This design comes from an exercise in tuning for small area and a short achievable clock period on the open sky130 flow, not from production work. Where RTL was checked, it was by simulation tests only, not by an equivalence proof against the original. Only the layout flow was run in runs 2 to 4; the RTL was not checked for function there. Power figures rest on the tool's default switching activity, not on a simulated workload.

--- flow/design.v ---
module bowling(clock, reset, calculate_score, pin_count, roll, score);
input clock;
input reset;
input calculate_score;
input [3:0] pin_count;
input roll;
output [8:0] score;
reg [8:0] score;
reg [3:0] e [0:10];
reg [3:0] o [0:10];
reg [4:0] diff;           
reg ph;                   
reg [4:0] s01;            
reg st;                   
reg bon;                  
wire [3:0] a = ph ? o[0] : e[0];
wire [3:0] b = ph ? e[0] : o[0];
wire [3:0] c = ph ? o[1] : e[1];
wire [3:0] d = ph ? e[1] : o[1];
wire [8:0] score_next = score + s01 + (bon ? c : 4'd0);
wire calc = calculate_score && !roll;
wire shift_e = calc && !(ph && st);
wire shift_o = calc && !(!ph && st);
wire wr_o = roll && (ph ^ diff[0]);
wire wr_e = roll && !(ph ^ diff[0]);
wire head = (diff[4:1] == 4'd0);
wire [4:0] s01_r = pin_count + (diff[0] ? a : b);
wire st_r = diff[0] ? st : (pin_count == 4'd10);
wire bon_r = st_r || (s01_r == 5'd10);
wire [3:0] a_c = st ? b : c;
wire [4:0] s01_c = c + (st ? b : d);
wire st_c = (a_c == 4'd10);
wire bon_c = st_c || (s01_c == 5'd10);
wire [4:0] diff_r = diff + 5'd1;
wire [4:0] diff_c = st ? diff - 5'd1 : diff - 5'd2;
integer i;
reg we, wo;
always @(posedge clock) begin
   for (i = 0; i < 11; i = i + 1) begin
      we = wr_e && (diff[4:1] == i);
      wo = wr_o && (diff[4:1] == i);
      e[i] <= ({4{we}} & pin_count)
            | ({4{shift_e}} & ((i < 10) ? e[i+1] : 4'd0))
            | ({4{!we && !shift_e}} & e[i]);
      o[i] <= ({4{wo}} & pin_count)
            | ({4{shift_o}} & ((i < 10) ? o[i+1] : 4'd0))
            | ({4{!wo && !shift_o}} & o[i]);
   end
end
wire up_r = roll && head;
wire up_c = calc;
always @(posedge clock) begin
   s01 <= ({5{up_r}} & s01_r) | ({5{up_c}} & s01_c) | ({5{!up_r && !up_c}} & s01);
   st <= (up_r & st_r) | (up_c & st_c) | (!up_r && !up_c && st);
   bon <= (up_r & bon_r) | (up_c & bon_c) | (!up_r && !up_c && bon);
end
always @(posedge clock) begin
   if (reset) begin
      score <= 0;
      diff <= 0;
      ph <= 0;
   end
   else if (roll)
      diff <= diff_r;
   else if (calculate_score) begin
      score <= score_next;
      diff <= diff_c;
      ph <= ph ^ st;
   end
end
endmodule
--- flow/constraint.sdc ---
create_clock -name core_clock -period 5.0 [get_ports {clock}]
set_input_delay 1.0000 -clock core_clock [delete_from_list [all_inputs] [get_ports {clock}]]
set_output_delay 1.0000 -clock core_clock [all_outputs]
set_load 0.01 [all_outputs]
--- flow/run.sh ---
#!/bin/bash
# synth_recipe.tcl (not shown) runs the flow's synth.tcl, then flattens the netlist and writes it again
# the make line also repeats each setting of config.mk as NAME=value (left out here)
make -C /OpenROAD-flow-scripts/flow DESIGN_CONFIG=/design/flow/config.mk WORK_HOME=/design/flow/orfs CLKGATE_MAP_FILE= SYNTH_SCRIPT=/design/flow/synth_recipe.tcl finish
--- flow/config.mk ---
export PLATFORM = sky130hd
export DESIGN_NAME = bowling
export DESIGN_NICKNAME = bowling
export VERILOG_FILES = /design/flow/design.v
export SDC_FILE = /design/flow/constraint.sdc
export NUM_CORES = 4
export LEC_CHECK = 0
export CAP_MARGIN = 20
export CORE_MARGIN = 2
export CORE_UTILIZATION = 40
export CTS_BUF_LIST = sky130_fd_sc_hd__clkbuf_4 sky130_fd_sc_hd__clkbuf_8
export SETUP_SLACK_MARGIN = 2.3
export SLEW_MARGIN = 20
==> results of run 1 <==
logic make-up after synthesis:
family	count (synthesis)
adders and majority gates	30
DFF	110
xor gates and xnor gates	14
AOI/OAI and AO/OA	189
buffers and inverters	35
and+or+nand+nor	189
muxes	8
cell type report:
class	instances	area (sq um)
multi-input combinational	432	3132
timing repair buffer	30	275.3
clock buffer	9	123.9
tap	176	220.2
sequential	110	2207
clock inverter	7	91.34
inverter	9	33.78
fill	1310	7107
power by group through the flow:
stage	clock network (mW)	logic [mW]	registers, mW
final	0.575	0.942	1.35
after global routing	0.628	1.06	1.38
after CTS	0.593	0.906	1.35
after detailed placement	0	0.876	1.37
after global placement	0	0.854	1.36
after floorplan	0	0.705	1.28
worst reg2reg max path, cell delays in order (launching register included):
cell and delay, ns:
dfxtp_4 0.41, mux2_4 0.32, and2_4 0.16, fa_1 0.48, ha_4 0.19, fa_2 0.34, a21o_1 0.17, a21o_1 0.21
a21oi_2 0.17, or3_1 0.13, a21oi_1 0.06
routing by layer:
layer  part of all wire [%]  up-vias
met5                      0        -
met4                    1.1        0
met3                    3.2       14
met2                     47       59
met1                     49     2060
li1                       -     2122
per-stage QoR:
stage	std cells	cell area (sq um)	utilization (%)	worst slack, ns
4_1_cts	771	6013	45.59	2.269
2_1_floorplan	575	5386	-	2.278
3_5_place_dp	748	5714	43.32	1.333
5_1_grt	773	6083	46.12	2.144
3_3_place_gp	748	5714	43.32	1.417
6_report	773	6083	46.12	2.225
what timing repair did:
item,in CTS,in global routing
resized for setup,9,15
endpoints found under the hold margin,0,0
setup endpoints to repair,85,54
cloned,2,0
buffers inserted,5,2
pin swaps,2,5
path summary, 6_finish.rpt:
path | end | slack [ns] | cells past startpoint | startpoint
hold / removal | e[2][1] | 0.46 | 2 | e[2][1]
setup reg to reg | score[7] | 2.23 | 10 | ph
hold reg to reg | e[2][1] | 0.46 | 2 | e[2][1]
setup / recovery | score[7] | 2.23 | 10 | ph
cells in the final DEF (no fill, tap or decap), types with 8 or more instances in the layout:
cell	instances
dfxtp_1	108
nand2_1	89
a21o_1	62
a22o_1	56
nor2_1	37
a22oi_1	26
ha_1	20
clkdlybuf4s50_1	15
a21oi_1	13
nand3_1	11
buf_4	11
and2_1	10
o21ai_0	10
inv_1	9
clkbuf_8	9
nor2_2	8
sequential cells by signal, indices dropped and copies added (netlist names):
register / count
s01: 5
ph: 1
st: 1
o: 44
bon: 1
score: 9
diff: 5
e: 44
==> reports/metrics.yaml, run 1 <==
status: "no timing/DRC/antenna violations"
num_vias: 4255
seqPwrFrac_pct: 47.1
report.final.slew_viol_count: 0
muxShareOfSynthArea_pct: 2.496
worst_slew_pin_slew_ns: 0.7794
dr.pass1.iters: 5
drc: 0
async_reset_ff_share_pct: 0
rsz0062_at_grt: "yes"
p_leak_nw: 2.976
yosysSeqAreaShare_pct: 41.05
synth_xor_area_share_pct: 2.566
cts_max_level: 3
cts_hold_buf: 0
crit_type: "flop to flop"
critical_path_arrival_ns: 3.03
power.switching_mw: 1.038
antenna_found_initial: 0
whs_ns: 0.4560
cts_made_buffers: 9
grt-busiest-layer: "met2"
grt-ovfl-total: 0
die_h_um: 119.8
cts_tree: "built"
routabilityCongestion: 0.8718
synth_compound_area_share_pct: 26.66
wl_per_cell_um: 16.37
path_delay_family: "adder cells"
grt_use_met3_pct: 4.183
die_w_um: 119.8
path_max_fanout: 6
synth_area_sq_um: 5364
numPortBuffers: 16
clock-root-buffer: "clkbuf_8"
grt_pass1_vias: 4102
syn_inst: 575
place_hpwl_um: 8764
num_io_pins: 17
fin_crit_sh_pct: 55.50
via_per_inst: 5.505
synthAdderAreaFrac_pct: 7.978
cpMaxStageDelayCell: "fa_1"
cts_sinks: 110
p_sw_share_pct: 36.18
fmax_mhz: 360.4
yosys-top-cells-count: "110 x dfxtp_1, 89 x nand2_1, 62 x a21o_1"
synth-edff-count: 0
synth_most_common_cell: "dfxtp_1"
final.min_clock_period_ns: 2.775
coreArea_sq_um: 13190
slew_headroom_pct: 48.04
min_path_type: "flop to flop"
synth-main-ff-cell: "dfxtp_1"
gr-usage-met2_pct: 29.75
yosysWarnings: 3
power_mw: 2.869
clk_latency_ns: 0.40
cts.clk_slew.worst_paths_ns: 0.11
tns_ns: 0
synth_area_leaders: "dfxtp_1 41%, a22o_1 9.1%, a21o_1 8.7%"
syn2layout_area_growth_pct: 13.41
drt-initial-drc-count: 333
dieArea_sq_um: 14350
pwr-share-comb_pct: 32.8
internal_power_mw: 1.831
end_kind: "flop"
drive_gt1_share_pct: 12.23
crit_required_ns: 5.25
synth_nets: 613
initial_core_util_pct: 40.67
clock_skew_ns: 0.01307
hold_viol: 0
cts.path.max_buffers: 2
start_kind: "flop"
synth_top_area_share_pct: 41.05
synth_top_family_by_area: "compound AO/OA/AOI/OAI gates"
worst-path-buf-inv: 0
p_clk_share_pct: 20.0
placementRows: 42
n_antenna_cell: 0
cp_cell_sequence: "mux2_4 -> and2_4 -> fa_1 -> ha_4 -> fa_2 -> a21o_1 -> a21o_1 -> a21oi_2 -> or3_1 -> a21oi_1"
nNetsFinal: 630
synth.avg_cell_area_sq_um: 9.329
ant_nets: 0
yosysTopAreaCell: "dfxtp_1"
grt_max_degree: 51
ys_seq_elements: 110
synth-simple-area-share_pct: 16.66
met1_usage_pct: 25.46
setup_viol: 0
powerDensity_nw_per_um2: 471.6
synth_cell_type_count: 47
path_common_cell: "a21o_1"
grt_pass1_wl_um: 21120
maxCapViolCount: 0
cpPeakStageDelay_ns: 0.48
irDropWorstVdd_uv: 213.5
grt_usage_pct: 18.50
drt_wl_total_um: 12660
==> run 2: changes to the inputs <==
--- a/flow/design.v
+++ b/flow/design.v
@@ -15,6 +15,8 @@
 reg bon;                  
+reg [3:0] cc;             
 wire [3:0] a = ph ? o[0] : e[0];
 wire [3:0] b = ph ? e[0] : o[0];
-wire [3:0] c = ph ? o[1] : e[1];
+wire [3:0] c = cc;
 wire [3:0] d = ph ? e[1] : o[1];
+wire [3:0] f = ph ? o[2] : e[2];
 wire [8:0] score_next = score + s01 + (bon ? c : 4'd0);
@@ -33,2 +35,3 @@
 wire bon_c = st_c || (s01_c == 5'd10);
+wire [3:0] cc_c = st ? d : f;
 wire [4:0] diff_r = diff + 5'd1;
@@ -55,2 +58,4 @@
    bon <= (up_r & bon_r) | (up_c & bon_c) | (!up_r && !up_c && bon);
+   cc <= ({4{roll && diff == 5'd2}} & pin_count) | ({4{up_c}} & cc_c)
+       | ({4{!(roll && diff == 5'd2) && !up_c}} & cc);
 end
--- a/flow/config.mk
+++ b/flow/config.mk
@@ -11,3 +11,3 @@
 export CTS_BUF_LIST = sky130_fd_sc_hd__clkbuf_4 sky130_fd_sc_hd__clkbuf_8
-export SETUP_SLACK_MARGIN = 2.3
+export SETUP_SLACK_MARGIN = 2.5
 export SLEW_MARGIN = 20
==> run 2 against run 1 <==
Synthesized cell count rose by 1.0%. Fmax is 7.7% higher. Via count rose by 11%. Final area up 13%. Critical path depth shrank 3. Combinational power is 8% higher. Global-route usage is 0.57 points higher. Hold slack got worse by 0.0037 ns. Critical endpoint is now bon. Highest routed layer unchanged.
==> reports/metrics.yaml, run 2 <==
numPortBuffers: 16
clock-root-buffer: "clkbuf_8"
die_w_um: 124.4
powerDensity_nw_per_um2: 487.5
final.min_clock_period_ns: 2.577
drt_wl_total_um: 14950
ys_seq_elements: 114
die_h_um: 124.4
p_sw_share_pct: 33.48
setup_ws_ns: 2.423
cts.clk_slew.worst_paths_ns: 0.07
cts_max_level: 4
nNetsFinal: 647
maxCapViolCount: 0
worst_slew_pin_slew_ns: 0.7287
irDropWorstVdd_uv: 212.8
synth_most_common_cell: "dfxtp_1"
cts_hold_buf: 0
grt-ovfl-total: 0
min_path_type: "flop to flop"
num_io_pins: 17
coreArea_sq_um: 14370
fin_crit_sh_pct: 51.54
drive_gt1_share_pct: 16.10
finalNonFillerCells: 805
cts.path.max_buffers: 2
status: "no timing/DRC/antenna violations"
post-place-cells: 756
power.switching_mw: 1.119
cts_made_buffers: 17
cpMaxStageDelayCell: "mux4_2"
report.final.slew_viol_count: 0
synth_area_sq_um: 5801
clk_latency_ns: 0.44
cts_tree: "built"
yosysTopAreaCell: "dfxtp_1"
fmax_mhz: 388.0
cp_cell_sequence: "mux4_2 -> ha_4 -> fa_1 -> and3b_1 -> nand3b_1 -> nor4b_1 -> or4_1"
syn_inst: 581
end_kind: "flop"
synth-edff-count: 0
internal_power_mw: 2.223
synth.avg_cell_area_sq_um: 9.984
grt_pass1_wl_um: 23610
start_kind: "flop"
grt_pass1_vias: 4533
wl_per_cell_um: 18.57
path_delay_family: "simple AND/OR/NAND/NOR gates"
syn2layout_area_growth_pct: 18.21
final_common_cell: "dfxtp_1"
synth_area_leaders: "dfxtp_1 39%, a22o_1 12%, a21o_1 11%"
placementRows: 44
cts_sinks: 114
dp_worst_setup_slack_ns: 1.133
dieArea_sq_um: 15480
yosysWarnings: 3
routabilityCongestion: 0.7961
clock_skew_ns: 0.007374
yosysSeqAreaShare_pct: 39.34
synth_top_area_share_pct: 39.34
drt-initial-drc-count: 386
pwr-share-comb_pct: 30.4
initial_core_util_pct: 40.37
setup_viol: 0
rsz0062_at_grt: "yes"
hold_viol: 0
n_antenna_cell: 0
synth_nets: 620
place_hpwl_um: 9191
yosys-top-cells-count: "114 x dfxtp_1, 83 x a21o_1, 80 x a22o_1"
worst-path-buf-inv: 0
tns_ns: 0
drc: 0
synth_cell_type_count: 57
whs_ns: 0.4523
rrSetupSlack_ns: 2.42
async_reset_ff_share_pct: 0
grt_usage_pct: 19.07
p_leak_nw: 3.386
num_vias: 4731
utilization_pct: 47.72
antenna_found_initial: 0
critical_path_arrival_ns: 2.89
ant_nets: 0
cpPeakStageDelay_ns: 0.56
p_clk_share_pct: 26.9
seqPwrFrac_pct: 42.7
grt_max_degree: 51
path_max_fanout: 4
synth-main-ff-cell: "dfxtp_1"
reg_top3: "e x44, o x44, score x9"
crit_type: "flop to flop"
via_per_inst: 5.877
dr.pass1.iters: 5
crit_required_ns: 5.32
layout_common_cells: "108 x dfxtp_1, 83 x a21o_1, 80 x a22o_1"
slew_headroom_pct: 51.27
==> run 2: cell types whose count changed after synthesis, sizes merged, moves of 7 or more <==
cell   change
a21o      +21
nor3      +16
a22oi     -25
inv       +12
and2      -10
nand2     -68
a22o      +24
buf       +13
nor2       -7
==> run 2: cell type report <==
cell class	count	area [sq um]
clock inverters	11	135.1
well taps	184	230.2
clock buffers	21	276.5
fillers	1345	7512
multi-input cells	415	3382
repair buffers	39	459.2
flip-flops and latches	114	2295
inverters	21	78.83
==> run 2: power by group through the flow <==
stage	registers [mW]	clock network, mW	logic (mW)
global placement	1.43	0	0.913
CTS	1.42	0.917	0.985
detailed placement	1.44	0	0.938
floorplan	1.33	0	0.770
finish	1.43	0.900	1.02
global route	1.46	0.955	1.12
==> run 2: worst paths after layout <==
kind	depth (start not counted)	start	endpoint
setup reg to reg	7	ph	bon
setup / recovery	7	ph	bon
hold / removal	1	e[6][3]	e[6][3]
hold reg to reg	1	e[6][3]	e[6][3]
==> run 2: per-stage QoR <==
stage | instance area [sq um] | total power, mW
after floorplan | 5818 | 2.097
after global placement | 6108 | 2.347
after detailed placement | 6108 | 2.375
after CTS | 6744 | 3.322
after global routing | 6857 | 3.534
final | 6857 | 3.342
==> run 2: worst register-to-register path: cells and delay by family, from the launching register on <==
kind | cells | cell delay [ns]
adder cells (fa/ha/maj) | 2 | 0.65
flip-flops | 1 | 0.39
multiplexers | 1 | 0.56
AND/OR/NAND/NOR | 4 | 0.83
==> run 2: what timing repair did <==
item / in CTS / in global routing
pin swaps: 2 / 3
hold endpoints to repair: 0 / 0
gates resized for setup: 29 / 16
endpoints found under the setup margin: 110 / 55
gates cloned: 3 / 2
buffers inserted: 6 / 6
==> run 2: logic make-up (layout without fill, tap and decap cells) <==
group / after synthesis / in the layout / synth area share, %
simple gates: 142 / 144 / 14.11
compound gates: 223 / 223 / 29.88
xor+xnor: 7 / 7 / 1.316
flops: 114 / 114 / 39.34
buf+inv: 54 / 92 / 4.314
mux: 10 / 10 / 3.451
fa+ha+maj: 31 / 31 / 7.593
==> run 2: layer usage <==
metal,share of wire [%],track usage [%],up-vias
li1,-,-,2263
met1,47,25.85,2323
met2,46,29.51,118
met3,5.1,5.541,27
met4,1.8,5.750,0
met5,0,0,-
==> run 3: changes to the inputs <==
--- a/flow/config.mk
+++ b/flow/config.mk
@@ -11,3 +11,3 @@
 export CTS_BUF_LIST = sky130_fd_sc_hd__clkbuf_4 sky130_fd_sc_hd__clkbuf_8
-export SETUP_SLACK_MARGIN = 2.5
+export SETUP_SLACK_MARGIN = 2.9
 export SLEW_MARGIN = 20
==> run 3 against run 2 <==
Clock power decreased by 5.1%. Sequential power about the same. Die area did not move. Sequential cell count unchanged. Final area grew 2.2%. Area after synthesis stayed put. Largest cell class unchanged.
==> reports/metrics.yaml, run 3 <==
cp-startpoint: "ph"
syn_inst: 581
reg_top3: "e x44, o x44, score x9"
maxCapViolCount: 0
drc: 0
p_leak_nw: 3.423
grt_max_degree: 51
pwr-share-comb_pct: 33.1
ys_seq_elements: 114
place_hpwl_um: 9368
synth_most_common_cell: "dfxtp_1"
wl_per_cell_um: 18.72
setup_viol: 0
worst-path-buf-inv: 0
cpPeakStageDelay_ns: 0.57
clk_latency_ns: 0.44
cp_cell_sequence: "mux4_2 -> ha_4 -> fa_2 -> and3b_1 -> nand3b_1 -> nor4b_1 -> or4_1"
irDropWorstVdd_uv: 202.2
fin_crit_sh_pct: 50.84
synth_cell_type_count: 57
antenna_found_initial: 0
powerDensity_nw_per_um2: 485.1
min_from: "o[5][2]"
dieArea_sq_um: 15480
synth_area_sq_um: 5801
drt-initial-drc-count: 457
num_io_pins: 17
clock-root-buffer: "clkbuf_8"
numPortBuffers: 16
cts_made_buffers: 17
critical_path_arrival_ns: 2.85
crit_required_ns: 5.31
path_max_fanout: 5
power_mw: 3.399
worst_slew_pin_slew_ns: 0.7392
slew_headroom_pct: 50.56
n_antenna_cell: 0
power.switching_mw: 1.149
cts.path.max_buffers: 2
fmax_mhz: 393.4
final_common_cell: "dfxtp_1"
synth-main-ff-cell: "dfxtp_1"
synth_top_area_share_pct: 39.34
report.final.slew_viol_count: 0
drt_wl_total_um: 15200
cpMaxStageDelayCell: "mux4_2"
fillCellCount: 1277
end_kind: "flop"
path_delay_family: "simple AND/OR/NAND/NOR gates"
tns_ns: 0
synth_area_leaders: "dfxtp_1 39%, a22o_1 12%, a21o_1 11%"
dr.pass1.iters: 4
start_kind: "flop"
routabilityCongestion: 0.7885
layout_common_cells: "102 x dfxtp_1, 83 x a21o_1, 80 x a22o_1"
crit_type: "flop to flop"
yosysTopAreaCell: "dfxtp_1"
syn2layout_area_growth_pct: 20.79
whs_ns: 0.4524
p_sw_share_pct: 33.81
cts.clk_slew.worst_paths_ns: 0.07
cts_max_level: 4
via_per_inst: 5.852
status: "no timing/DRC/antenna violations"
cts_sinks: 114
cts_tree: "built"
yosys-top-cells-count: "114 x dfxtp_1, 83 x a21o_1, 80 x a22o_1"
yosysWarnings: 3
num_vias: 4752
clock_skew_ns: 0.008148
synth.avg_cell_area_sq_um: 9.984
synth-edff-count: 0
drive_gt1_share_pct: 21.97
die_h_um: 124.4
grt-ovfl-total: 0
r2r_start: "ph"
p_clk_share_pct: 25.1
rsz0062_at_grt: "yes"
placementRows: 44
async_reset_ff_share_pct: 0
seqPwrFrac_pct: 41.8
initial_core_util_pct: 40.37
grt_pass1_wl_um: 24650
min_path_type: "flop to flop"
ant_nets: 0
nNetsFinal: 657
internal_power_mw: 2.250
grt_pass1_vias: 4678
die_w_um: 124.4
multi_input_comb_area_sq_um: 3517
coreArea_sq_um: 14370
yosysSeqAreaShare_pct: 39.34
rrSetupSlack_ns: 2.46
hold_viol: 0
grt_usage_pct: 20.01
cts_hold_buf: 0
regArea_sq_um: 2302
final.min_clock_period_ns: 2.542
synth_nets: 620
## run 3: cell counts after synthesis
No cell type changed its count.
## run 3: final timing paths
| check | to | cells after the start |
|---|---|---|
| worst max-delay path | bon | 7 |
| worst min-delay path | o[5][2] | 1 |
| worst max register to register | bon | 7 |
| worst min register to register | o[5][2] | 1 |
## run 3: repair_timing
item	CTS	global route
resized for setup	72	27
setup buffers	14	5
pin swaps	15	6
endpoints found under the setup margin	121	94
hold endpoints to repair	0	0
gates cloned	7	0
## run 3: cell type report
| cell class | count | share of cell area (%) |
|---|---|---|
| Sequential cell | 114 | 32.86 |
| Inverter | 21 | 1.125 |
| Timing Repair Buffer | 46 | 7.054 |
| Clock buffer | 23 | 4.339 |
| Multi-Input combinational cell | 418 | 50.20 |
| Tap cell | 184 | 3.286 |
| Clock inverter | 6 | 1.143 |
## run 3: worst register-to-register path, cell delays in order, from the launching register on
cell      delay (ns)
dfxtp_4         0.40
mux4_2          0.57
ha_4            0.19
fa_2            0.43
and3b_1         0.21
nand3b_1        0.09
nor4b_1         0.05
or4_1           0.47
## run 3: cells by family (layout without fill, tap and decap cells)
| logic type | Yosys count | in the layout | share of synthesized area, % |
|---|---|---|---|
| AOI/OAI and AO/OA | 223 | 223 | 29.88 |
| and+or+nand+nor | 142 | 147 | 14.11 |
| DFF | 114 | 114 | 39.34 |
| buffers and inverters | 54 | 96 | 4.314 |
| adders and majority gates | 31 | 31 | 7.593 |
| muxes | 10 | 10 | 3.451 |
| xor gates and xnor gates | 7 | 7 | 1.316 |
## run 3: layer usage
layer / up-vias / global-route usage [%] / part of all wire (%)
li1: 2270 / - / -
met1: 2330 / 26.89 / 46
met2: 126 / 31.34 / 46
met3: 26 / 4.553 / 5.4
met4: 0 / 7.733 / 1.8
met5: - / 0 / 0
## run 3: power groups by stage
stage	combinational [mW]	sequential, mW	clock [mW]
2_1_floorplan	0.788	1.33	0
3_3_place_gp	0.947	1.42	0
3_5_place_dp	0.976	1.43	0
4_1_cts	1.06	1.41	0.875
5_1_grt	1.23	1.45	0.912
6_report	1.13	1.42	0.854
## run 3: metrics by stage
step / instance area [sq um] / worst slack (ns) / util, % / instances
2_1_floorplan: 5853 / 2.452 / - / 581
3_3_place_gp: 6151 / 1.289 / 42.81 / 757
3_5_place_dp: 6151 / 1.183 / 42.81 / 757
4_1_cts: 6893 / 2.483 / 47.97 / 807
5_1_grt: 7007 / 2.460 / 48.76 / 812
6_report: 7007 / 2.458 / 48.76 / 812
==> run 4: changes to the inputs <==
==> flow/flow/run.sh (new file) <==
#!/bin/bash
# The standard layout, with each port buffered by buf_2 instead of the
# cell buffer_ports picks by default. ORFS keeps each step's log under
# orfs/logs; make's own output goes to make.log.
set -euo pipefail
export BUFFER_PORTS_ARGS="-buffer_cell sky130_fd_sc_hd__buf_2"
bash standard.sh > make.log 2>&1
==> flow/standard.sh (new file) <==
#!/bin/bash
# synth_recipe.tcl (not shown) runs the flow's synth.tcl, then flattens the netlist and writes it again
# the make line also repeats each setting of config.mk as NAME=value (left out here)
make -C /OpenROAD-flow-scripts/flow DESIGN_CONFIG=/design/flow/config.mk WORK_HOME=/design/flow/orfs CLKGATE_MAP_FILE= SYNTH_SCRIPT=/design/flow/synth_recipe.tcl "${@:-finish}"
--- a/flow/config.mk
+++ b/flow/config.mk
@@ -11,3 +11,3 @@
 export CTS_BUF_LIST = sky130_fd_sc_hd__clkbuf_4 sky130_fd_sc_hd__clkbuf_8
-export SETUP_SLACK_MARGIN = 2.9
+export SETUP_SLACK_MARGIN = 2.4
 export SLEW_MARGIN = 20
removed: flow/run.sh
==> run 4 against run 3 <==
Non-clock buffer count fell by 23. Critical path type unchanged. Final area shrank 7.3%. Combinational power shrank 14%. Clock-buffer cell count decreased by 3. First-iteration DRC count is 21% lower. Synthesized cell count unchanged. Sequential power hardly changed. Highest routed layer unchanged. Still clean on timing, DRC and antenna. Core utilization shrank 3.6 points.
==> reports/metrics.yaml, run 4 <==
status: "no timing/DRC/antenna violations"
crit_required_ns: 5.32
start_kind: "flop"
path_delay_family: "simple AND/OR/NAND/NOR gates"
routabilityCongestion: 0.8256
slew_headroom_pct: 53.19
rrSetupSlack_ns: 2.34
clock_skew_ns: 0.008455
cpMaxStageDelayCell: "mux4_2"
cts_hold_buf: 0
timing.rr.end: "bon"
cts_max_level: 4
yosysWarnings: 3
critical_path_arrival_ns: 2.98
drt-initial-drc-count: 359
reg_top3: "e x44, o x44, score x9"
tns_ns: 0
cpPeakStageDelay_ns: 0.57
m1WireLength_um: 7029
min_path_type: "flop to flop"
synth-main-ff-cell: "dfxtp_1"
cp_cell_sequence: "mux4_2 -> ha_4 -> fa_1 -> and3b_1 -> nand3b_1 -> nor4b_1 -> or4_1"
cts_tree: "built"
drive_gt1_share_pct: 14.66
syn2layout_area_growth_pct: 11.97
clock-root-buffer: "clkbuf_8"
dr.pass1.iters: 4
end_kind: "flop"
synth_most_common_cell: "dfxtp_1"
num_vias: 4672
grt_pass1_vias: 4650
via_per_inst: 5.906
hold_viol: 0
synth_top_area_share_pct: 39.34
n_antenna_cell: 0
whs_endpoint: "e[9][2]"
synth_area_leaders: "dfxtp_1 39%, a22o_1 12%, a21o_1 11%"
layout_common_cells: "112 x dfxtp_1, 83 x a21o_1, 80 x a22o_1"
nNetsFinal: 633
grt-ovfl-total: 0
whs_ns: 0.4560
initial_core_util_pct: 40.37
cts_made_buffers: 17
dr_wl_met2_um: 6845
cts.path.max_buffers: 2
wl_per_cell_um: 18.42
fmax_mhz: 376.2
fin_crit_sh_pct: 53.16
report.final.slew_viol_count: 0
cts_sinks: 114
place_hpwl_um: 9334
setup_viol: 0
synth_nets: 620
p_leak_nw: 3.228
synth-edff-count: 0
grt_pass1_wl_um: 23910
r2r_start: "ph"
min_from: "e[9][2]"
yosysTopAreaCell: "dfxtp_1"
antenna_found_initial: 0
grt_usage_pct: 19.17
clk_latency_ns: 0.45
coreArea_sq_um: 14370
rsz0062_at_grt: "yes"
numPortBuffers: 16
dieArea_sq_um: 15480
cts.clk_slew.worst_paths_ns: 0.07
dr_wl_met3_um: 517
grt_max_degree: 26
drt_wl_total_um: 14570
drc: 0
worst_slew_pin_slew_ns: 0.7014
ant_nets: 0
synth_cell_type_count: 57
synth_area_sq_um: 5801
placementRows: 44
irDropWorstVdd_uv: 188.6
final_common_cell: "dfxtp_1"
yosysSeqAreaShare_pct: 39.34
powerDensity_nw_per_um2: 501.8
num_io_pins: 17
min_path_cells: 1
yosys-top-cells-count: "114 x dfxtp_1, 83 x a21o_1, 80 x a22o_1"
crit_type: "flop to flop"
die_w_um: 124.4
r2r_cells: 7
ys_seq_elements: 114
syn_inst: 581
die_h_um: 124.4
topRoutingLayerUsed: "met4"
synth.avg_cell_area_sq_um: 9.984
async_reset_ff_share_pct: 0
final.min_clock_period_ns: 2.658
maxCapViolCount: 0
worst-path-buf-inv: 0
path_max_fanout: 6
==> run 4: cell count changes in the layout (fill, tap and decap cells not counted), moves of 4 or more <==
cell             change
clkdlybuf4s15_2      -6
ha_1                 +5
buf_12               -5
buf_6                -4
a21oi_1              +4
dfxtp_2              -9
buf_2               +14
clkinv_4             +4
buf_4               -13
dfxtp_1             +10
==> run 4: worst max-delay path by stage <==
| stage | start | endpoint | slack, ns | cells past startpoint |
|---|---|---|---|---|
| floorplan | ph | bon | 2.41 | 9 |
| global placement | roll | e[6][1] | 1.70 | 5 |
| detailed placement | roll | e[6][0] | 1.64 | 5 |
| CTS | diff[0] | bon | 2.17 | 9 |
| global route | ph | bon | 2.28 | 7 |
| finish | ph | bon | 2.34 | 7 |
==> run 4: per-stage QoR <==
stage | area [sq um] | util [%] | setup WS, ns | std cells | power [mW]
floorplan | 5818 | - | 2.410 | 581 | 2.097
global placement | 5991 | 41.69 | 1.705 | 751 | 2.334
detailed placement | 5991 | 41.69 | 1.638 | 751 | 2.363
CTS | 6447 | 44.87 | 2.171 | 787 | 3.267
global route | 6495 | 45.20 | 2.279 | 791 | 3.452
finish | 6495 | 45.20 | 2.342 | 791 | 3.259
==> run 4: power by group <==
part | internal, mW | leakage [nW] | switching, mW
Sequential | 1.17 | 0.932 | 0.244
Clock | 0.481 | 0.201 | 0.393
Combinational | 0.482 | 2.09 | 0.491
Total | 2.13 | 3.23 | 1.13
==> run 4: cell families after synthesis <==
logic type | Yosys count | synth area share (%)
AO/OA/AOI/OAI | 223 | 29.88
XOR/XNOR | 7 | 1.316
adder cells (fa/ha/maj) | 31 | 7.593
buffers and inverters | 54 | 4.314
flip-flops | 114 | 39.34
multiplexers | 10 | 3.451
AND/OR/NAND/NOR | 142 | 14.11
==> run 4: layout make-up <==
| cell class | instances | area [sq um] |
|---|---|---|
| Sequential cell | 114 | 2287 |
| Clock buffer | 20 | 275.3 |
| Tap cell | 184 | 230.2 |
| Multi-Input combinational cell | 417 | 3361 |
| Clock inverter | 12 | 132.6 |
| Timing Repair Buffer | 23 | 130.1 |
| Inverter | 21 | 78.83 |
| Fill cell | 1359 | 7874 |
==> run 4: worst register-to-register path: stages (launching register included) <==
cell      delay [ns]
dfxtp_4         0.45
mux4_2          0.57
ha_4            0.19
fa_1            0.48
and3b_1         0.22
nand3b_1        0.10
nor4b_1         0.06
or4_1           0.46
==> run 4: routing by layer <==
layer  up-vias  global-route usage [%]
met1      2345                   25.57
met2        76                   30.67
met3        17                   4.768
li1       2234                       -
met4         0                   5.948
met5         -                       0
==> run 4: what timing repair did <==
item / 4_1_cts / 5_1_grt
setup endpoints to repair: 83 / 5
resized for setup: 4 / 3
cloned: 4 / 0
pin swaps: 2 / 0
setup buffers: 0 / 4
==> run 5: changes to the inputs <==
--- a/flow/design.v
+++ b/flow/design.v
@@ -15,8 +15,6 @@
 reg bon;                  
-reg [3:0] cc;             
 wire [3:0] a = ph ? o[0] : e[0];
 wire [3:0] b = ph ? e[0] : o[0];
-wire [3:0] c = cc;
+wire [3:0] c = ph ? o[1] : e[1];
 wire [3:0] d = ph ? e[1] : o[1];
-wire [3:0] f = ph ? o[2] : e[2];
 wire [8:0] score_next = score + s01 + (bon ? c : 4'd0);
@@ -35,3 +33,2 @@
 wire bon_c = st_c || (s01_c == 5'd10);
-wire [3:0] cc_c = st ? d : f;
 wire [4:0] diff_r = diff + 5'd1;
@@ -58,4 +55,2 @@
    bon <= (up_r & bon_r) | (up_c & bon_c) | (!up_r && !up_c && bon);
-   cc <= ({4{roll && diff == 5'd2}} & pin_count) | ({4{up_c}} & cc_c)
-       | ({4{!(roll && diff == 5'd2) && !up_c}} & cc);
 end
==> run 5 against run 4 <==
First-iteration DRC count is 18% lower. Largest power group unchanged. Global-route usage is 0.75 points lower. Non-clock buffer count is 1 higher. Routed wire length is 11% lower. Worst setup slack worse by 0.019 ns.
==> reports/metrics.yaml, run 5 <==
clock-root-buffer: "clkbuf_8"
grt-ovfl-total: 0
clk_latency_ns: 0.39
dr.pass1.iters: 4
drive_gt1_share_pct: 13.83
synth_area_leaders: "dfxtp_1 41%, a22o_1 9.1%, a21o_1 8.7%"
synth_area_sq_um: 5364
setup_viol: 0
critical_path_arrival_ns: 2.95
cts_sinks: 110
crit_cells: 10
tns_ns: 0
routabilityCongestion: 0.8219
async_reset_ff_share_pct: 0
crit_path_end: "score[7]"
path_delay_family: "adder cells"
drt-initial-drc-count: 295
n_antenna_cell: 0
dieArea_sq_um: 14350
path_common_cell: "a21o_1"
synth_cell_type_count: 47
via_per_inst: 5.571
grt_max_degree: 26
end_kind: "flop"
place_hpwl_um: 8277
timing.rr.end: "score[7]"
fmax_mhz: 373.6
synth-main-ff-cell: "dfxtp_1"
report.final.slew_viol_count: 0
ys_seq_elements: 110
worst-path-buf-inv: 0
final.min_clock_period_ns: 2.677
cts_max_level: 3
synth_nets: 613
grt_pass1_vias: 4181
ant_nets: 0
cts_hold_buf: 0
synth_top_area_share_pct: 41.05
cts.path.max_buffers: 2
cts.clk_slew.worst_paths_ns: 0.10
r2r_cells: 10
yosys-top-cells-count: "110 x dfxtp_1, 89 x nand2_1, 62 x a21o_1"
yosysSeqAreaShare_pct: 41.05
cts_made_buffers: 9
worst_slew_pin_slew_ns: 0.6753
r2r_start: "ph"
crit_required_ns: 5.27
cp-startpoint: "ph"
synth.avg_cell_area_sq_um: 9.329
maxCapViolCount: 0
finalNonFillerCells: 769
min_path_type: "flop to flop"
grt_pass1_wl_um: 21060
status: "no timing/DRC/antenna violations"
start_kind: "flop"
dp_worst_setup_slack_ns: 1.804
antenna_found_initial: 0
cpPeakStageDelay_ns: 0.47
cts_tree: "built"
hold_viol: 0
cpMaxStageDelayCell: "fa_1"
coreArea_sq_um: 13190
rsz0062_at_grt: "yes"
post-place-cells: 742
wl_per_cell_um: 16.85
yosysTopAreaCell: "dfxtp_1"
drt_wl_total_um: 12960
final_common_cell: "dfxtp_1"
num_io_pins: 17
p_leak_nw: 2.968
yosysWarnings: 3
cp_cell_sequence: "mux2_4 -> and2_4 -> fa_1 -> ha_4 -> fa_2 -> a21o_1 -> a21o_1 -> a21oi_2 -> or3_1 -> a21oi_1"
grt_usage_pct: 18.42
die_h_um: 119.8
path_max_fanout: 7
placementRows: 42
die_w_um: 119.8
num_vias: 4284
clock_skew_ns: 0.01326
powerDensity_nw_per_um2: 486.8
syn_inst: 575
rrSetupSlack_ns: 2.32
synth-edff-count: 0
synth_most_common_cell: "dfxtp_1"
initial_core_util_pct: 40.67
slew_headroom_pct: 54.88
numPortBuffers: 16
layout_common_cells: "108 x dfxtp_1, 89 x nand2_1, 62 x a21o_1"
drc: 0
syn2layout_area_growth_pct: 11.17
nNetsFinal: 626
setup_ws_ns: 2.323
crit_type: "flop to flop"
fin_crit_sh_pct: 53.53
irDropWorstVdd_uv: 150.1
reg_top3: "e x44, o x44, score x9"
==> run 5: worst min-delay path by stage <==
stage / slack (ns) / cells after the start / startpoint / end
2_1_floorplan: 0.42 / 2 / e[2][0] / e[2][0]
3_3_place_gp: 0.44 / 1 / e[6][3] / e[6][3]
3_5_place_dp: 0.44 / 2 / o[3][2] / o[3][2]
4_1_cts: 0.46 / 2 / e[3][1] / e[3][1]
5_1_grt: 0.47 / 2 / e[3][1] / e[3][1]
6_report: 0.45 / 2 / e[3][3] / e[3][3]
==> run 5: final cells by class <==
cell class	instances	area, sq um
well taps	176	220.2
clock inverters	7	102.6
inverters	9	33.78
multi-input cells	434	3133
repair buffers	24	140.1
fillers	1303	7227
clock buffers	9	123.9
flip-flops and latches	110	2210
==> run 5: worst register-to-register path: stages, from the launching register on <==
cell     delay, ns
dfxtp_4       0.42
mux2_4        0.32
and2_4        0.15
fa_1          0.47
ha_4          0.19
fa_2          0.34
a21o_1        0.16
a21o_1        0.20
a21oi_2       0.14
or3_1         0.11
a21oi_1       0.06
==> run 5: where the power goes <==
| part | switching [mW] | internal (mW) | leakage [nW] | total (mW) |
|---|---|---|---|---|
| logic | 0.492 | 0.440 | 1.95 | 0.932 |
| registers | 0.227 | 1.13 | 0.899 | 1.35 |
| clock network | 0.327 | 0.289 | 0.116 | 0.616 |
==> run 5: logic make-up after synthesis <==
family                   synth area share (%)
AND/OR/NAND/NOR                         16.66
buffers and inverters                   2.589
adder cells (fa/ha/maj)                 7.978
flip-flops                              41.05
multiplexers                            2.496
AO/OA/AOI/OAI                           26.66
XOR/XNOR                                2.566
==> run 5: repair_timing <==
action / CTS / global route
setup buffers: 5 / 2
setup endpoints to repair: 87 / 86
pin swaps: 4 / 5
gates cloned: 2 / 2
resized for setup: 9 / 6
==> run 5: through the flow <==
step | hold WS [ns] | power [mW] | instance area [sq um] | utilization [%]
finish | 0.4548 | 2.903 | 5963 | 45.21
global route | 0.4688 | 3.109 | 5963 | 45.21
detailed placement | 0.4383 | 2.236 | 5597 | 42.43
global placement | 0.4364 | 2.213 | 5597 | 42.43
floorplan | 0.4229 | 1.988 | 5389 | -
CTS | 0.4560 | 2.891 | 5908 | 44.79
==> run 5: metal layers <==
metal  global-route usage [%]  share of wire, %  vias to the layer above
met2                    28.32                45                      102
li1                         -                 -                     2117
met5                        0                 0                        -
met1                    25.73                48                     2048
met3                    3.707               5.3                       17
met4                    6.544               1.5                        0
==> run 6: changes to the inputs <==
==> flow/run.sh (new file) <==
#!/bin/bash
# synth_recipe.tcl (not shown) runs the flow's synth.tcl, then flattens the netlist and writes it again
# the make line also repeats each setting of config.mk as NAME=value (left out here)
make -C /OpenROAD-flow-scripts/flow DESIGN_CONFIG=/design/flow/config.mk WORK_HOME=/design/flow/orfs CLKGATE_MAP_FILE= SYNTH_SCRIPT=/design/flow/synth_recipe.tcl finish
--- a/flow/config.mk
+++ b/flow/config.mk
@@ -10,4 +10,6 @@
 export CORE_UTILIZATION = 40
-export CTS_BUF_LIST = sky130_fd_sc_hd__clkbuf_4 sky130_fd_sc_hd__clkbuf_8
-export SETUP_SLACK_MARGIN = 2.4
+export CTS_BUF_LIST = sky130_fd_sc_hd__clkbuf_8
+export CTS_CLUSTER_DIAMETER = 80
+export CTS_CLUSTER_SIZE = 30
+export SETUP_SLACK_MARGIN = 2.5
 export SLEW_MARGIN = 20
removed: flow/flow/run.sh
removed: flow/standard.sh
==> run 6 against run 5 <==
Global-route usage increased by 1.3 points. Clock skew increased by 0.0035 ns. Area after synthesis unchanged. Final area increased by 4.0%. Sequential cell count unchanged. Clock-buffer cell count increased by 2. Die area unchanged. Synthesized cell count unchanged. Still clean. Largest cell class unchanged. Worst setup slack got worse by 0.054 ns. Register-to-register slack got worse by 0.05 ns. Core utilization increased by 1.8 points.
==> reports/metrics.yaml, run 6 <==
status: "no timing/DRC/antenna violations"
final_common_cell: "dfxtp_1"
die_h_um: 119.8
dr.pass1.iters: 5
setup_ws_ns: 2.269
wl_per_cell_um: 17.31
drt-initial-drc-count: 344
num_io_pins: 17
cts.path.max_buffers: 2
cpPeakStageDelay_ns: 0.48
setup_viol: 0
yosysSeqAreaShare_pct: 41.05
drc: 0
crit_required_ns: 5.31
finalNonFillerCells: 781
syn_inst: 575
die_w_um: 119.8
place_hpwl_um: 8498
path_delay_family: "adder cells"
min_path_type: "flop to flop"
clock_skew_ns: 0.01674
nNetsFinal: 640
r2r_cells: 10
cts_made_buffers: 9
ant_nets: 0
tns_ns: 0
fillCellCount: 1284
layout_common_cells: "108 x dfxtp_1, 89 x nand2_1, 62 x a21o_1"
yosysTopAreaCell: "dfxtp_1"
synth_nets: 613
drt_wl_total_um: 13520
worst_slew_pin_slew_ns: 0.6409
post-place-cells: 749
grt-ovfl-total: 0
synth_area_sq_um: 5364
rsz0062_at_grt: "yes"
crit_type: "flop to flop"
clock-root-buffer: "clkbuf_8"
slew_headroom_pct: 57.23
async_reset_ff_share_pct: 0
yosysWarnings: 3
syn2layout_area_growth_pct: 15.68
irDropWorstVdd_uv: 129.6
report.final.slew_viol_count: 0
antenna_found_initial: 0
r2r_start: "ph"
hold_viol: 0
dieArea_sq_um: 14350
yosys-top-cells-count: "110 x dfxtp_1, 89 x nand2_1, 62 x a21o_1"
routabilityCongestion: 0.8063
final.min_clock_period_ns: 2.731
path_max_fanout: 6
dp_worst_setup_slack_ns: 1.400
cpMaxStageDelayCell: "fa_1"
reg_top3: "e x44, o x44, score x9"
grt_max_degree: 25
fin_crit_sh_pct: 54.61
cts_hold_buf: 0
num_vias: 4379
utilization_pct: 47.04
cp_cell_sequence: "mux2_4 -> and2_4 -> fa_1 -> ha_4 -> fa_2 -> a21o_1 -> a21o_1 -> xor2_1 -> nand2_1 -> a21oi_1"
rrSetupSlack_ns: 2.27
synth.avg_cell_area_sq_um: 9.329
cts_sinks: 110
grt_pass1_wl_um: 22140
via_per_inst: 5.607
start_kind: "flop"
cts.clk_slew.worst_paths_ns: 0.10
fmax_mhz: 366.2
numPortBuffers: 16
worst-path-buf-inv: 0
grt_pass1_vias: 4358
synth_most_common_cell: "dfxtp_1"
grt_usage_pct: 19.68
coreArea_sq_um: 13190
synth_cell_type_count: 47
critical_path_arrival_ns: 3.04
synth-edff-count: 0
timing.rr.end: "score[5]"
whs_endpoint: "o[3][2]"
cts_max_level: 3
synth-main-ff-cell: "dfxtp_1"
synth_top_area_share_pct: 41.05
path_common_cell: "a21o_1"
synth_area_leaders: "dfxtp_1 41%, a22o_1 9.1%, a21o_1 8.7%"
min_from: "o[3][2]"
drive_gt1_share_pct: 13.39
min_path_cells: 2
p_leak_nw: 3.051
placementRows: 42
end_kind: "flop"
n_antenna_cell: 0
maxCapViolCount: 0
cts_tree: "built"
initial_core_util_pct: 40.67
clk_latency_ns: 0.39
ys_seq_elements: 110
powerDensity_nw_per_um2: 465.2
run 6: cell families (layout without fill, tap and decap cells):
| group | Yosys count | in the layout | synth area share (%) |
|---|---|---|---|
| buffers and inverters | 35 | 62 | 2.589 |
| adders and majority gates | 30 | 30 | 7.978 |
| and+or+nand+nor | 189 | 192 | 16.66 |
| xor gates and xnor gates | 14 | 14 | 2.566 |
| AOI/OAI and AO/OA | 189 | 189 | 26.66 |
| DFF | 110 | 110 | 41.05 |
| muxes | 8 | 8 | 2.496 |
run 6: tightest hold or removal path, cell delays in order (launching register included):
cell and delay (ns):
dfxtp_1 0.32, nand2_1 0.05, nand2_1 0.04
run 6: layout make-up:
class / count / area (sq um) / share of cell area [%]
clock inverters: 3 / 37.54 / 0.6050
flip-flops and latches: 110 / 2207 / 35.57
inverters: 9 / 33.78 / 0.5445
multi-input cells: 433 / 3171 / 51.10
repair buffers: 39 / 384.1 / 6.191
well taps: 176 / 220.2 / 3.549
clock buffers: 11 / 151.4 / 2.440
run 6: how the worst max path moves through the flow:
stage               startpoint        to  slack [ns]  cells past startpoint
floorplan                   ph  score[7]        2.28                     11
global placement          roll   e[6][2]        1.47                      6
detailed placement        roll   e[5][2]        1.40                      6
CTS                         ph  score[5]        2.24                     10
global route                ph  score[7]        2.18                     10
finish                      ph  score[5]        2.27                     10
run 6: report_power, final:
part | leakage [nW] | internal (mW) | switching (mW)
Clock | 0.104 | 0.251 | 0.291
Sequential | 0.899 | 1.13 | 0.226
Combinational | 2.05 | 0.482 | 0.510
run 6: what timing repair did:
item	4_1_cts	5_1_grt
pin swaps	11	3
setup endpoints to repair	90	87
gates cloned	4	0
buffers inserted	14	0
gates resized for setup	25	7
run 6: metal layers:
layer / share of wire [%] / GRT usage (%)
met3: 5.8 / 4.705
met2: 47 / 31.46
met4: 1.4 / 6.103
met5: 0 / 0
met1: 46 / 26.37
run 6: stage by stage:
step | hold slack [ns] | power [mW] | area [sq um]
6_report | 0.4526 | 2.887 | 6205
5_1_grt | 0.4664 | 3.085 | 6205
4_1_cts | 0.4528 | 2.882 | 6175
3_5_place_dp | 0.4363 | 2.255 | 5732
3_3_place_gp | 0.4361 | 2.227 | 5732
2_1_floorplan | 0.4229 | 1.990 | 5393
==> run 7: changes to the inputs <==
==> flow/flow/run.sh (new file) <==
#!/bin/bash
# The standard layout (standard.sh) with two changes: each port is buffered
# by buf_2 rather than the cell buffer_ports picks by default, and clock tree
# synthesis inserts no dummy loads. ORFS keeps each step's log under
# orfs/logs; make's own output goes to make.log.
set -euo pipefail
export BUFFER_PORTS_ARGS="-buffer_cell sky130_fd_sc_hd__buf_2"
export CTS_ARGS="-sink_clustering_enable -repair_clock_nets -buf_list {sky130_fd_sc_hd__clkbuf_4 sky130_fd_sc_hd__clkbuf_8} -dont_use_dummy_load"
bash standard.sh > make.log 2>&1
==> flow/standard.sh (new file) <==
#!/bin/bash
# synth_recipe.tcl (not shown) runs the flow's synth.tcl, then flattens the netlist and writes it again
# the make line also repeats each setting of config.mk as NAME=value (left out here)
make -C /OpenROAD-flow-scripts/flow DESIGN_CONFIG=/design/flow/config.mk WORK_HOME=/design/flow/orfs CLKGATE_MAP_FILE= SYNTH_SCRIPT=/design/flow/synth_recipe.tcl "${@:-finish}"
--- a/flow/config.mk
+++ b/flow/config.mk
@@ -10,6 +10,3 @@
 export CORE_UTILIZATION = 40
-export CTS_BUF_LIST = sky130_fd_sc_hd__clkbuf_8
-export CTS_CLUSTER_DIAMETER = 80
-export CTS_CLUSTER_SIZE = 30
-export SETUP_SLACK_MARGIN = 2.5
+export SETUP_SLACK_MARGIN = 2.4
 export SLEW_MARGIN = 20
removed: flow/run.sh
==> run 7 against run 6 <==
Still clean on timing, DRC and antenna. Sequential share of layout area is 1.7 points higher. Register-to-register slack better by 0.04 ns. Routed wire length is 3.2% lower. Power is 4.1% lower.
==> reports/metrics.yaml, run 7 <==
place_hpwl_um: 8277
cts.clk_slew.worst_paths_ns: 0.09
ant_nets: 0
coreArea_sq_um: 13190
cts_max_level: 3
path_common_cell: "a21o_1"
min_path_cells: 2
report.final.slew_viol_count: 0
worst_slew_pin_slew_ns: 0.6155
status: "no timing/DRC/antenna violations"
routabilityCongestion: 0.8219
grt_max_degree: 26
syn2layout_area_growth_pct: 10.54
synth.avg_cell_area_sq_um: 9.329
power_mw: 2.768
cts.path.max_buffers: 2
grt_usage_pct: 18.47
syn_inst: 575
timing.rr.end: "score[7]"
ys_seq_elements: 110
dr.pass1.iters: 5
die_h_um: 119.8
n_antenna_cell: 0
cp_cell_sequence: "mux2_4 -> and2_4 -> fa_1 -> ha_4 -> fa_2 -> a21o_1 -> a21o_1 -> a21oi_2 -> or3_1 -> a21oi_1"
final_common_cell: "dfxtp_1"
rrSetupSlack_ns: 2.31
nNetsFinal: 628
drt_wl_total_um: 13080
tns_ns: 0
reg_top3: "e x44, o x44, score x9"
synth_cell_type_count: 47
synth-edff-count: 0
cts_made_buffers: 9
cpMaxStageDelayCell: "fa_1"
path_max_fanout: 7
fin_crit_sh_pct: 53.74
hold_viol: 0
powerDensity_nw_per_um2: 466.8
yosysSeqAreaShare_pct: 41.05
wl_per_cell_um: 17.12
yosysTopAreaCell: "dfxtp_1"
synth_most_common_cell: "dfxtp_1"
drc: 0
irDropWorstVdd_uv: 154.9
layout_common_cells: "107 x dfxtp_1, 89 x nand2_1, 62 x a21o_1"
drive_gt1_share_pct: 13.61
crit_required_ns: 5.25
num_vias: 4309
fmax_mhz: 372.2
clk_latency_ns: 0.39
fillCellCount: 1310
min_path_type: "flop to flop"
yosys-top-cells-count: "110 x dfxtp_1, 89 x nand2_1, 62 x a21o_1"
post-place-cells: 742
async_reset_ff_share_pct: 0
start_kind: "flop"
rsz0062_at_grt: "yes"
r2r_start: "ph"
min_from: "e[3][3]"
cts_tree: "built"
synth_area_sq_um: 5364
grt_pass1_vias: 4143
die_w_um: 119.8
maxCapViolCount: 0
p_leak_nw: 2.929
cts_sinks: 110
initial_core_util_pct: 40.67
grt_pass1_wl_um: 20990
final.min_clock_period_ns: 2.687
finalNonFillerCells: 764
whs_ns: 0.4510
crit_type: "flop to flop"
critical_path_arrival_ns: 2.94
drt-initial-drc-count: 364
dieArea_sq_um: 14350
slew_headroom_pct: 58.97
via_per_inst: 5.640
final_cell_area_sq_um: 5929
synth_nets: 613
placementRows: 42
cpPeakStageDelay_ns: 0.47
clock-root-buffer: "clkbuf_8"
synth-main-ff-cell: "dfxtp_1"
setup_viol: 0
grt-ovfl-total: 0
dpl_cell_area_sq_um: 5597
end_kind: "flop"
clock_skew_ns: 0.03220
synth_area_leaders: "dfxtp_1 41%, a22o_1 9.1%, a21o_1 8.7%"
numPortBuffers: 16
yosysWarnings: 3
whs_endpoint: "e[3][3]"
synth_top_area_share_pct: 41.05
num_io_pins: 17
antenna_found_initial: 0
r2r_cells: 10
-- run 7: cell types whose count changed in the layout (fill, tap and decap cells not counted), moves of 2 or more --
cell,before,now
buf_2,0,16
clkdlybuf4s50_1,14,0
buf_4,20,9
buf_12,2,0
clkbuf_8,11,9
inv_1,11,9
-- run 7: critical path: cells and delay by family (launching register included) --
| kind | cells | cell delay (ns) |
|---|---|---|
| AOI/OAI and AO/OA | 4 | 0.56 |
| adders and majority gates | 3 | 1.01 |
| DFF | 1 | 0.42 |
| muxes | 1 | 0.32 |
| and+or+nand+nor | 2 | 0.26 |
-- run 7: layer usage --
metal	wire (um)	track usage, %	part of all wire [%]
met1	6413	26.00	49
met2	5887	28.11	45
met3	617	4.753	4.7
met4	161	5.000	1.2
met5	0	0	0
-- run 7: metrics by stage --
step,utilization (%),setup slack (ns)
2_1_floorplan,-,2.282
3_3_place_gp,42.43,1.862
3_5_place_dp,42.43,1.804
4_1_cts,44.05,2.249
5_1_grt,44.95,2.231
6_report,44.95,2.313
-- run 7: area by class of cell --
class	count	area (sq um)	area share, %
Inverter	9	33.78	0.5697
Clock buffer	9	123.9	2.089
Sequential cell	110	2211	37.29
Multi-Input combinational cell	435	3193	53.85
Tap cell	176	220.2	3.714
Timing Repair Buffer	25	147.6	2.490
-- run 7: repair_timing --
action,in CTS,in global routing
setup endpoints to repair,87,85
setup buffers,5,3
hold buffers,0,0
gates cloned,2,3
resized for setup,9,13
pin swaps,8,6
-- run 7: how the worst max path moves through the flow --
stage,start,to,cells after the start
floorplan,ph,score[7],11
global placement,roll,e[0][3],5
detailed placement,roll,e[0][1],5
CTS,roll,o[5][0],5
global route,ph,score[7],10
finish,ph,score[7],10
-- run 7: cell families (layout without fill, tap and decap cells) --
| logic type | Yosys count | count (layout) | synth area share [%] |
|---|---|---|---|
| AO/OA/AOI/OAI | 189 | 189 | 26.66 |
| multiplexers | 8 | 8 | 2.496 |
| XOR/XNOR | 14 | 14 | 2.566 |
| flip-flops | 110 | 110 | 41.05 |
| adder cells (fa/ha/maj) | 30 | 30 | 7.978 |
| buffers and inverters | 35 | 43 | 2.589 |
| AND/OR/NAND/NOR | 189 | 194 | 16.66 |
-- run 7: where the power goes --
| part | internal, mW | leakage, nW | switching [mW] | total (mW) |
|---|---|---|---|---|
| sequential | 1.13 | 0.900 | 0.231 | 1.36 |
| combinational | 0.466 | 1.96 | 0.505 | 0.971 |
| clock | 0.163 | 0.0647 | 0.276 | 0.438 |
==> run 8: changes to the inputs <==
--- a/flow/config.mk
+++ b/flow/config.mk
@@ -10,3 +10,3 @@
 export CORE_UTILIZATION = 40
-export SETUP_SLACK_MARGIN = 2.4
+export SETUP_SLACK_MARGIN = 2.6
 export SLEW_MARGIN = 20
==> run 8 against run 7 <==
Worst setup slack lost 0.012 ns. Clock-buffer cell count is the same. Largest cell class unchanged. Register-to-register slack is essentially flat. Highest routed layer unchanged. Clock skew shrank 0.0099 ns. Critical path depth is the same. Non-clock buffer count is the same.
==> reports/metrics.yaml, run 8 <==
setup_viol: 0
min_path_type: "flop to flop"
fin_crit_sh_pct: 53.98
worst-path-buf-inv: 0
synth_area_sq_um: 5364
clock_skew_ns: 0.02231
final_cell_area_sq_um: 5936
final_common_cell: "dfxtp_1"
grt_max_degree: 26
crit_cells: 10
irDropWorstVdd_uv: 138.9
place_hpwl_um: 8455
cts.path.max_buffers: 2
cts_tree: "built"
path_max_fanout: 5
rsz0062_at_grt: "yes"
cts_max_level: 3
synth_area_leaders: "dfxtp_1 41%, a22o_1 9.1%, a21o_1 8.7%"
drt-initial-drc-count: 349
drive_gt1_share_pct: 13.92
via_per_inst: 5.719
hold_viol: 0
coreArea_sq_um: 13190
die_w_um: 119.8
grt_usage_pct: 19.43
grt-ovfl-total: 0
synth-edff-count: 0
r2r_cells: 10
syn_inst: 575
initial_core_util_pct: 40.67
path_delay_family: "adder cells"
numPortBuffers: 16
slew_headroom_pct: 51.39
min_path_cells: 2
end_kind: "flop"
synth.avg_cell_area_sq_um: 9.329
cpMaxStageDelayCell: "fa_1"
yosysTopAreaCell: "dfxtp_1"
powerDensity_nw_per_um2: 464.4
synth_top_area_share_pct: 41.05
async_reset_ff_share_pct: 0
cts.clk_slew.worst_paths_ns: 0.09
clock-root-buffer: "clkbuf_8"
crit_type: "flop to flop"
reg_top3: "e x44, o x44, score x9"
dr.pass1.iters: 5
path_common_cell: "a21o_1"
start_kind: "flop"
die_h_um: 119.8
dp_worst_setup_slack_ns: 1.776
p_leak_nw: 2.938
whs_ns: 0.4482
yosysWarnings: 3
cp_cell_sequence: "mux2_4 -> and2_4 -> fa_1 -> ha_4 -> fa_2 -> a21o_1 -> a21o_1 -> a21oi_2 -> or3_1 -> a21oi_1"
ant_nets: 0
final.min_clock_period_ns: 2.699
grt_pass1_wl_um: 21800
placementRows: 42
setup_ws_ns: 2.301
dpl_cell_area_sq_um: 5599
cpPeakStageDelay_ns: 0.48
status: "no timing/DRC/antenna violations"
num_io_pins: 17
tns_ns: 0
cts_sinks: 110
crit_required_ns: 5.25
yosysSeqAreaShare_pct: 41.05
yosys-top-cells-count: "110 x dfxtp_1, 89 x nand2_1, 62 x a21o_1"
drc: 0
synth_most_common_cell: "dfxtp_1"
synth_cell_type_count: 47
fmax_mhz: 370.5
n_antenna_cell: 0
worst_slew_pin_slew_ns: 0.7291
synth_nets: 613
routabilityCongestion: 0.8215
maxCapViolCount: 0
ys_seq_elements: 110
dieArea_sq_um: 14350
synth-main-ff-cell: "dfxtp_1"
antenna_found_initial: 0
clk_latency_ns: 0.38
drt_wl_total_um: 13360
syn2layout_area_growth_pct: 10.66
nNetsFinal: 629
cts_made_buffers: 9
layout_common_cells: "107 x dfxtp_1, 89 x nand2_1, 62 x a21o_1"
critical_path_arrival_ns: 2.95
grt_pass1_vias: 4263
wl_per_cell_um: 17.47
report.final.slew_viol_count: 0
num_vias: 4375
## run 8: cell counts after synthesis
Identical to the previous run, type by type.
## run 8: layout make-up
type	count	area [sq um]
Clock buffer	9	123.9
Timing Repair Buffer	25	160.2
Tap cell	176	220.2
Multi-Input combinational cell	436	3189
Sequential cell	110	2208
Fill cell	1278	7254
Inverter	9	33.78
## run 8: layer usage
layer  track usage (%)  share of wire (%)  up-vias
met3             4.325                4.0       24
met4             7.132                2.2        0
met2             30.93                 47       95
li1                  -                  -     2123
met1             25.91                 47     2133
met5                 0                  0        -
## run 8: cell families after synthesis
group / count (synthesis) / share of synthesized area [%]
fa+ha+maj: 30 / 7.978
flops: 110 / 41.05
simple gates: 189 / 16.66
compound gates: 189 / 26.66
buf+inv: 35 / 2.589
xor+xnor: 14 / 2.566
mux: 8 / 2.496
## run 8: power breakdown
part / switching (mW) / internal [mW]
combinational: 0.514 / 0.453
clock: 0.273 / 0.163
sequential: 0.227 / 1.13
total: 1.01 / 1.74
## run 8: what timing repair did
item / 4_1_cts / 5_1_grt
endpoints found under the setup margin: 91 / 16
pin swaps: 6 / 4
hold buffers: 0 / 0
resized for setup: 15 / 8
gates cloned: 5 / 1
setup buffers: 8 / 0
## run 8: worst paths after layout
check,start,to,slack (ns)
hold reg to reg,e[3][1],e[3][1],0.45
setup reg to reg,ph,score[7],2.30
hold / removal,e[3][1],e[3][1],0.45
setup / recovery,ph,score[7],2.30
## run 8: tightest hold or removal path: cells and delay by family (launching register included)
| family | cells | cell delay (ns) |
|---|---|---|
| and+or+nand+nor | 2 | 0.09 |
| DFF | 1 | 0.32 |
## run 8: stage by stage
step | util, % | instances | power, mW
finish | 45.00 | 765 | 2.756
global route | 45.00 | 765 | 2.953
CTS | 44.61 | 764 | 2.734
detailed placement | 42.45 | 742 | 2.242
global placement | 42.45 | 742 | 2.211
floorplan | - | 575 | 1.990
==> run 9: changes to the inputs <==
--- a/flow/design.v
+++ b/flow/design.v
@@ -14,3 +14,2 @@
 reg st;                   
-reg bon;                  
 wire [3:0] a = ph ? o[0] : e[0];
@@ -19,2 +18,3 @@
 wire [3:0] d = ph ? e[1] : o[1];
+wire bon = st || (s01 == 5'd10);
 wire [8:0] score_next = score + s01 + (bon ? c : 4'd0);
@@ -28,3 +28,2 @@
 wire st_r = diff[0] ? st : (pin_count == 4'd10);
-wire bon_r = st_r || (s01_r == 5'd10);
 wire [3:0] a_c = st ? b : c;
@@ -32,3 +31,2 @@
 wire st_c = (a_c == 4'd10);
-wire bon_c = st_c || (s01_c == 5'd10);
 wire [4:0] diff_r = diff + 5'd1;
@@ -54,3 +52,2 @@
    st <= (up_r & st_r) | (up_c & st_c) | (!up_r && !up_c && st);
-   bon <= (up_r & bon_r) | (up_c & bon_c) | (!up_r && !up_c && bon);
 end
==> run 9 against run 8 <==
Worst setup slack improved by 0.043 ns. Clock-buffer cell count unchanged. Final area increased by 5.1%. Sequential power decreased by 11%. Critical endpoint is now score[3]. Synthesized cell count fell by 2.3%. Final cell count increased by 0.26%. Critical path depth stayed put. Routed wire length grew 5.1%. Largest power group unchanged. First-iteration DRC count grew 10%. Fmax grew 1.6%. Sequential share of layout area decreased by 2.1 points.
==> reports/metrics.yaml, run 9 <==
status: "no timing/DRC/antenna violations"
grt_usage_pct: 19.59
muxShareOfSynthArea_pct: 3.184
hold_viol: 0
p_leak_nw: 3.083
clock-root-buffer: "clkbuf_8"
final.min_clock_period_ns: 2.656
drt_wl_total_um: 14050
via_per_inst: 5.816
setup_viol: 0
synth-simple-area-share_pct: 13.57
placementRows: 43
antenna_found_initial: 0
synth_area_sq_um: 5542
synthAdderAreaFrac_pct: 7.722
numPortBuffers: 16
fillCellCount: 1301
ant_nets: 0
critical_path_arrival_ns: 2.95
cpMaxStageDelayCell: "fa_1"
syn2layout_area_growth_pct: 12.60
yosysTopAreaCell: "dfxtp_1"
clk_latency_ns: 0.39
finalNonFillerCells: 767
dieArea_sq_um: 14810
yosys-top-cells-count: "109 x dfxtp_1, 72 x a22o_1, 70 x a21o_1"
setup_ws_ns: 2.344
path_common_cell: "buf_6"
crit_required_ns: 5.29
synth-main-ff-cell: "dfxtp_1"
irDropWorstVdd_uv: 157.8
cpPeakStageDelay_ns: 0.47
path_delay_family: "adder cells"
die_h_um: 121.7
rsz0062_at_grt: "yes"
regArea_sq_um: 2193
routabilityCongestion: 0.8389
drt-initial-drc-count: 385
crit_type: "flop to flop"
powerDensity_nw_per_um2: 385.7
path_max_fanout: 5
n_antenna_cell: 0
async_reset_ff_share_pct: 0
yosysWarnings: 3
cts_hold_buf: 0
reg_top3: "e x44, o x44, score x9"
cts_tree: "built"
grt_max_degree: 26
syn_inst: 562
clock_skew_ns: 0.03341
drc: 0
synth.avg_cell_area_sq_um: 9.860
yosysSeqAreaShare_pct: 39.38
num_vias: 4461
drive_gt1_share_pct: 20.61
synth_nets: 600
synth_cell_type_count: 58
fin_crit_sh_pct: 53.12
tns_ns: 0
grt_pass1_vias: 4384
cts_sinks: 109
slew_headroom_pct: 56.86
synth-edff-count: 0
synth_compound_area_share_pct: 29.87
wl_per_cell_um: 18.31
start_kind: "flop"
grt-ovfl-total: 0
synth_xor_area_share_pct: 1.897
synth_area_leaders: "dfxtp_1 39%, a22o_1 11%, a21o_1 9.5%"
cts.path.max_buffers: 2
synth_top_area_share_pct: 39.38
end_kind: "flop"
nNetsFinal: 627
synth_top_family_by_area: "compound AO/OA/AOI/OAI gates"
ys_seq_elements: 109
layout_common_cells: "104 x dfxtp_1, 72 x a22o_1, 70 x a21o_1"
coreArea_sq_um: 13720
initial_core_util_pct: 40.39
cp_cell_sequence: "mux2_4 -> and2_4 -> fa_1 -> buf_6 -> fa_2 -> buf_6 -> buf_6 -> xor2_1 -> nor2_1 -> a211oi_1"
place_hpwl_um: 8927
cts.clk_slew.worst_paths_ns: 0.09
worst_slew_pin_slew_ns: 0.6472
min_path_type: "flop to flop"
synth_most_common_cell: "dfxtp_1"
report.final.slew_viol_count: 0
multi_input_comb_area_sq_um: 3296
final_common_cell: "dfxtp_1"
dr.pass1.iters: 4
cts_made_buffers: 9
dp_worst_setup_slack_ns: 1.742
post-place-cells: 728
fmax_mhz: 376.5
die_w_um: 121.7
num_io_pins: 17
maxCapViolCount: 0
worst-path-buf-inv: 3
grt_pass1_wl_um: 22670
cts_max_level: 3
## run 9: cell types whose count changed in the layout (fill, tap and decap cells not counted), moves of 6 or more
cell / change
nor3_1: +14
a221o_1: +10
a21o_2: +8
a21o_1: +8
buf_4: +16
nor2_2: -7
a22o_1: +16
and2_1: -8
a22oi_1: -25
nor3_4: +6
inv_1: +13
nand2_1: -60
and2_4: -6
## run 9: final cells by class
class,instances,share of cell area (%)
clock buffers,9,1.985
inverters,24,1.444
multi-input cells,401,52.82
flip-flops and latches,109,35.15
well taps,180,3.609
repair buffers,44,4.993
## run 9: logic make-up after synthesis
family | count (synthesis)
AOI/OAI and AO/OA | 211
xor gates and xnor gates | 9
adders and majority gates | 30
buffers and inverters | 56
DFF | 109
muxes | 12
and+or+nand+nor | 135
## run 9: final timing paths
path                            slack (ns)       end     from  cells past startpoint
worst max-delay path                  2.34  score[3]       ph                     10
worst min-delay path                  0.46   o[7][2]  o[7][2]                      1
worst max register to register        2.34  score[3]       ph                     10
worst min register to register        0.46   o[7][2]  o[7][2]                      1
## run 9: metrics by stage
step | util (%) | cell area [sq um] | hold WS (ns) | power, mW
final | 45.48 | 6240 | 0.4605 | 2.407
after floorplan | - | 5568 | 0.4263 | 1.664
after CTS | 44.43 | 6096 | 0.4650 | 2.347
after global placement | 41.82 | 5738 | 0.4370 | 1.806
after global routing | 45.48 | 6240 | 0.4774 | 2.541
after detailed placement | 41.82 | 5738 | 0.4427 | 1.834
## run 9: where the power goes
group | switching (mW) | internal (mW)
sequential | 0.156 | 1.04
clock | 0.278 | 0.163
combinational | 0.378 | 0.393
## run 9: what timing repair did
item / 4_1_cts / 5_1_grt
gates cloned: 4 / 0
setup endpoints to repair: 91 / 10
buffers inserted: 18 / 8
resized for setup: 22 / 19
endpoints found under the hold margin: 0 / 0
pin swaps: 16 / 17
## run 9: per-layer routing
layer,vias to the layer above,track usage [%],part of all wire (%)
met5,-,0,0
met4,0,7.902,2.0
met3,18,3.137,3.9
met2,90,31.50,47
met1,2217,26.35,47
li1,2136,-,-

## static timing again, ports no longer ideal
Ports are ideal in the flow. The routed layouts listed here were re-timed in OpenROAD. Step 1, drivers: a clkbuf_16 drives clock and a buf_2 each remaining input, both assumed. Step 2 times the ports against the registers' clock, not the clock port: input delays grow and output delays shrink by t, the midpoint of the rising clock arrivals with the driver on. Slacks: no drivers / after step 1 / after step 2; pairs: no drivers / after step 1.
run	t (ns)	setup slack, ns	clock arrival spread, ns	worst register clock-pin slew, ns
run 1	0.427	2.225 / 2.225 / 1.980	0.014 / 0.013	0.12 / 0.12
run 2	0.478	2.423 / 2.423 / 2.072	0.007 / 0.008	0.07 / 0.07
run 3	0.475	2.458 / 2.458 / 2.196	0.008 / 0.009	0.07 / 0.07
run 4	0.485	2.342 / 2.342 / 1.893	0.010 / 0.010	0.07 / 0.07
run 5	0.419	2.323 / 2.323 / 2.078	0.014 / 0.014	0.11 / 0.11
run 6	0.419	2.269 / 2.269 / 2.065	0.017 / 0.017	0.10 / 0.10
run 7	0.411	2.313 / 2.313 / 2.078	0.032 / 0.032	0.11 / 0.11
run 8	0.408	2.301 / 2.301 / 2.111	0.022 / 0.022	0.10 / 0.10
run 9	0.416	2.344 / 2.344 / 2.262	0.034 / 0.034	0.11 / 0.11
After both steps every run listed still meets setup and hold. For run 4, which loses most, drivers alone change the setup slack by 0.000 ns; drivers and shift together by -0.449 ns.
